This design comes from an exercise in tuning for small area and a short achievable clock period on the open sky130 flow, not from production work. Where RTL was checked, it was by simulation tests only, not by an equivalence proof against the original. Power and IR drop assume default switching activity.

## run 1
## topmodule
module topmodule (input clk, input reset,
	output [31:0] imem_addr, input [31:0] imem_data,
	output rf_r_we, output [2:0] rf_r_addr, output [31:0] rf_r_data,
	output rf_s_we, output [2:0] rf_s_addr, output [31:0] rf_s_data,
	output dm_we, output [3:0] dm_addr, output [7:0] dm_wdata,
	output [31:0] epc, output [1:0] cause);
	reg  [31:2] pcb;                 
	reg         pct;                 
	reg  [2:0]  pct_o;               
	reg  [31:0] ir;                  
	reg  [7:1]  ir_sa, ir_sb;        
	reg  [31:2] id_pc;               
	reg  [31:2] ex_pc;
	reg  [31:0] ex_a, ex_b;          
	reg  [3:0]  ex_fa, ex_fb;        
	reg  [4:0]  ex_sm, ex_sn;        
	reg         ex_fc, ex_fd;
	reg  [7:0]  ex_sdat;             
	reg         ex_op1, ex_sub, ex_rb31;
	reg  [2:0]  ex_rd, ex_sd;
	reg         ex_rwe, ex_ld, ex_st;
	reg  [31:0] mem_alu;
	reg         mem_g, mem_p;        
	reg  [2:0]  mem_rd, mem_sd;
	reg         mem_rwe, mem_ld, mem_st;
	reg  [3:0]  mem_addr;
	reg  [7:0]  mem_sdat;
	reg  [31:0] wb_alu;
	reg  [7:0]  wb_mem;
	reg  [2:0]  wb_rd, wb_sd;
	reg         wb_rwe, wb_swe;
	reg  [31:2] epc_a, epc_b;        
	reg         epc_s;
	reg  [1:0]  cause_q;
	reg  [31:0] rf1, rf2, rf3, rf4, rf5, rf6, rf7;
	reg  [7:0]  dm0, dm1, dm2, dm3, dm4, dm5, dm6, dm7, dm8, dm9, dm10, dm11, dm12, dm13, dm14, dm15;
	wire [31:2] pc = pct ? 30'h3fff : pcb;
	wire [4:0] sop  = ir[31:27];
	wire [4:0] rop  = ir[15:11];
	wire [4:0] func = ir[10:6];
  ...
For scale: roughly 4600 cells after synthesis, ~190 I/O pins, ~0.034 mm2 of cells after synthesis.
==> flow/config.mk <==
export PLATFORM = sky130hd
export DESIGN_NAME = topmodule
export DESIGN_NICKNAME = topmodule
export VERILOG_FILES = /design/flow/design.v
export SDC_FILE = /design/flow/constraint.sdc
export NUM_CORES = 4
export LEC_CHECK = 0
export ABC_AREA = 1
export CAP_MARGIN = 20
export CORE_MARGIN = 2
export CORE_UTILIZATION = 40
export SETUP_SLACK_MARGIN = 4.0
export SLEW_MARGIN = 20
==> flow/constraint.sdc <==
create_clock -name core_clock -period 6.5 [get_ports {clk}]
set_input_delay 1.3000 -clock core_clock [delete_from_list [all_inputs] [get_ports {clk}]]
set_output_delay 1.3000 -clock core_clock [all_outputs]
set_load 0.01 [all_outputs]
standard.sh (not shown) runs the stock make flow with config.mk's settings and CLKGATE_MAP_FILE= SYNTH_SCRIPT=/design/flow/synth_recipe.tcl, a recipe that flattens the netlist after the stock synthesis.
==> flow/flow/run.sh <==
#!/bin/bash
# Own layout flow: the standard flow (standard.sh) with two layout changes: the port
# buffers are sky130_fd_sc_hd__buf_2 cells instead of the delay cells buffer_ports picks by
# default, and the clock tree uses larger sink clusters and no dummy loads. The synthesis is
# the standard one. Each step's output goes to a log file in this folder, and ORFS keeps its
# own per-step logs under orfs/logs.
set -euo pipefail
W=$(pwd)
export BUFFER_PORTS_ARGS="-buffer_cell sky130_fd_sc_hd__buf_2"
export CTS_ARGS="-sink_clustering_enable -repair_clock_nets -dont_use_dummy_load -sink_clustering_size 24 -sink_clustering_max_diameter 100"
bash standard.sh synth > $W/flow_synth.log 2>&1
bash standard.sh > $W/flow_layout.log 2>&1
Run 1: full flow OK, the timing, design-rule and antenna checks passed
#### Input delta (run 2 over run 1)
Settings: a change of SETUP_SLACK_MARGIN from 4.0 to 3.25.
==> summary.txt <==
- Run 2 completed; timing, DRC and antenna clean
- Having completed the whole flow, run 1 delivered a layout that passed the timing, design-rule and antenna checks.
- Relative to run 1, sequential share of layout area increased by 2.6 points in run 2.
- Compared with run 1, in run 2 slew at the pin closest to its max-slew limit now larger; worst hold slack +7.3 ps; half-perimeter wire length after placement went down about 1%; global-route usage down 0.89 points; area added between synthesis and finish shrank by 8.9 points.
- Of run 1 and run 2, the run reporting the higher fraction of power consumed by the clock network was run 2.
- Run 2 reports a lower wire length of the first global-routing pass than run 1 does.
#### Input delta (run 3 over run 2)
Settings: swapping 3.25 for 3.5 in SETUP_SLACK_MARGIN; swapping 40 for 55 in CORE_UTILIZATION.
==> summary.txt <==
NOTE: buffers inserted during post-CTS setup optimization in run 3 exceeds that of run 2
Run 3 ended up with epc[21] as its capture point of the worst path; run 2 ended up with ex_fa[2].
Looking at smallest setup slack after layout, run 3 sits above run 2.
Looking at library cell contributing the largest single delay on the critical path, the nor4_1 result is from run 2; the dfxtp_4 one comes from run 3.
In run 3, the number of buffers created by CTS came out 2 below the value in run 2.
For run 4, these inputs were changed with respect to run 3:
Settings: CORE_UTILIZATION: 55 -> 30.
### Flow results
Changes observed in run 4 relative to run 3: sum of routed wire segments on met1 picked up an extra 2600 um, number of filler cells placed in the layout went up about 100%, number of antenna violations at the first check in global routing higher, post-CTS setup repair buffer count saw an increase.
Run 4 reports its critical path launch point as mem_sdat[0] while run 3 reports epc_s.

---

Starting RTL as in the previous note.
Settings: LEC_CHECK=0, ABC_AREA=1, CAP_MARGIN=0, CORE_MARGIN=2, CORE_UTILIZATION=40, SETUP_SLACK_MARGIN=3.5, SLEW_MARGIN=0; clock period 6.5 ns.
Scripts as last shown in full above: flow/flow/run.sh
==> next run, changes <==
CAP_MARGIN = 20   (was 0)
GPL_ROUTABILITY_DRIVEN = 0   (was unset)
PLACE_DENSITY = 0.7   (was unset)
SLEW_MARGIN = 20   (was 0)
Sequential cell count does not change.
Clock power drops by about 4%.
Worst setup slack loses 0.066 ns.

---

## the baseline
Another version of the RTL of topmodule (not shown whole).
Size in the first run: ~700 flip-flops, about 190 I/O pins, ~33,000 um2 of cells after synthesis.
clock: 6.5 ns
lec_check: 0
cap_margin: 20
core_margin: 2
core_utilization: 40
cts_cluster_diameter: 60
cts_cluster_size: 30
setup_slack_margin: 2.5
slew_margin: 20
run.sh (not shown) runs the stock make flow with config.mk's settings and CLKGATE_MAP_FILE= SYNTH_SCRIPT=/design/flow/synth_recipe.tcl, a recipe that flattens the netlist after the stock synthesis.
Stock flow here: none of the scripts above is used.
Relative to the baseline, the following input files were edited for the candidate:
Settings: removing CTS_CLUSTER_SIZE (formerly 30); removing CTS_CLUSTER_DIAMETER (formerly 60).
Findings:
Per the comparison of the candidate with the baseline, highest clock rate fell about 1.3%, total routed wirelength about even, growth of design area from synthesis to finish rose 1.2 points, clock share of power rose 1.8 points.
Function was not checked in any run of this note: the RTL went through the layout flow alone.

[static timing again, ports no longer ideal]
Ports are ideal in the flow. The routed layouts listed here were re-timed in OpenROAD.
Step 1 sets driving cells, clkbuf_16 on the clock port and buf_2 on the other inputs (assumed; they add their load-dependent delay and slew).
Step 2 moves the port delays by t, midway between the first and last clock arrival at a register: inputs arrive t later, outputs are due t later. That takes back most of the time a late clock gives input paths.
Slacks: no drivers / after step 1 / after step 2; pairs: no drivers / after step 1.
run	t, ns	setup slack, ns	worst setup path at the end	latest minus earliest clock arrival (ns)	worst register clock-pin slew, ns
run 1	0.643	3.621 / 3.553 / 3.424	input to register	0.115 / 0.114	0.11 / 0.11
run 2	0.649	3.300 / 3.300 / 2.725	input to register	0.120 / 0.120	0.10 / 0.10
run 3	0.657	3.489 / 3.422 / 2.930	input to register	0.036 / 0.035	0.10 / 0.10
run 4	0.655	3.510 / 3.443 / 3.008	input to register	0.078 / 0.078	0.11 / 0.11
the first run of note 2	0.650	3.582 / 3.516 / 2.974	input to register	0.117 / 0.117	0.10 / 0.10
the second run of note 2	0.659	3.516 / 3.524 / 2.901	input to register	0.087 / 0.087	0.11 / 0.11
the baseline	0.705	2.546 / 2.546 / 2.546	register to register	0.042 / 0.042	0.09 / 0.09
the candidate	0.707	2.492 / 2.492 / 2.492	register to register	0.034 / 0.034	0.07 / 0.07
After both steps every run listed still meets setup and hold. For the second run of note 2, which loses most, drivers alone change the setup slack by +0.008 ns; drivers and shift together by -0.615 ns.
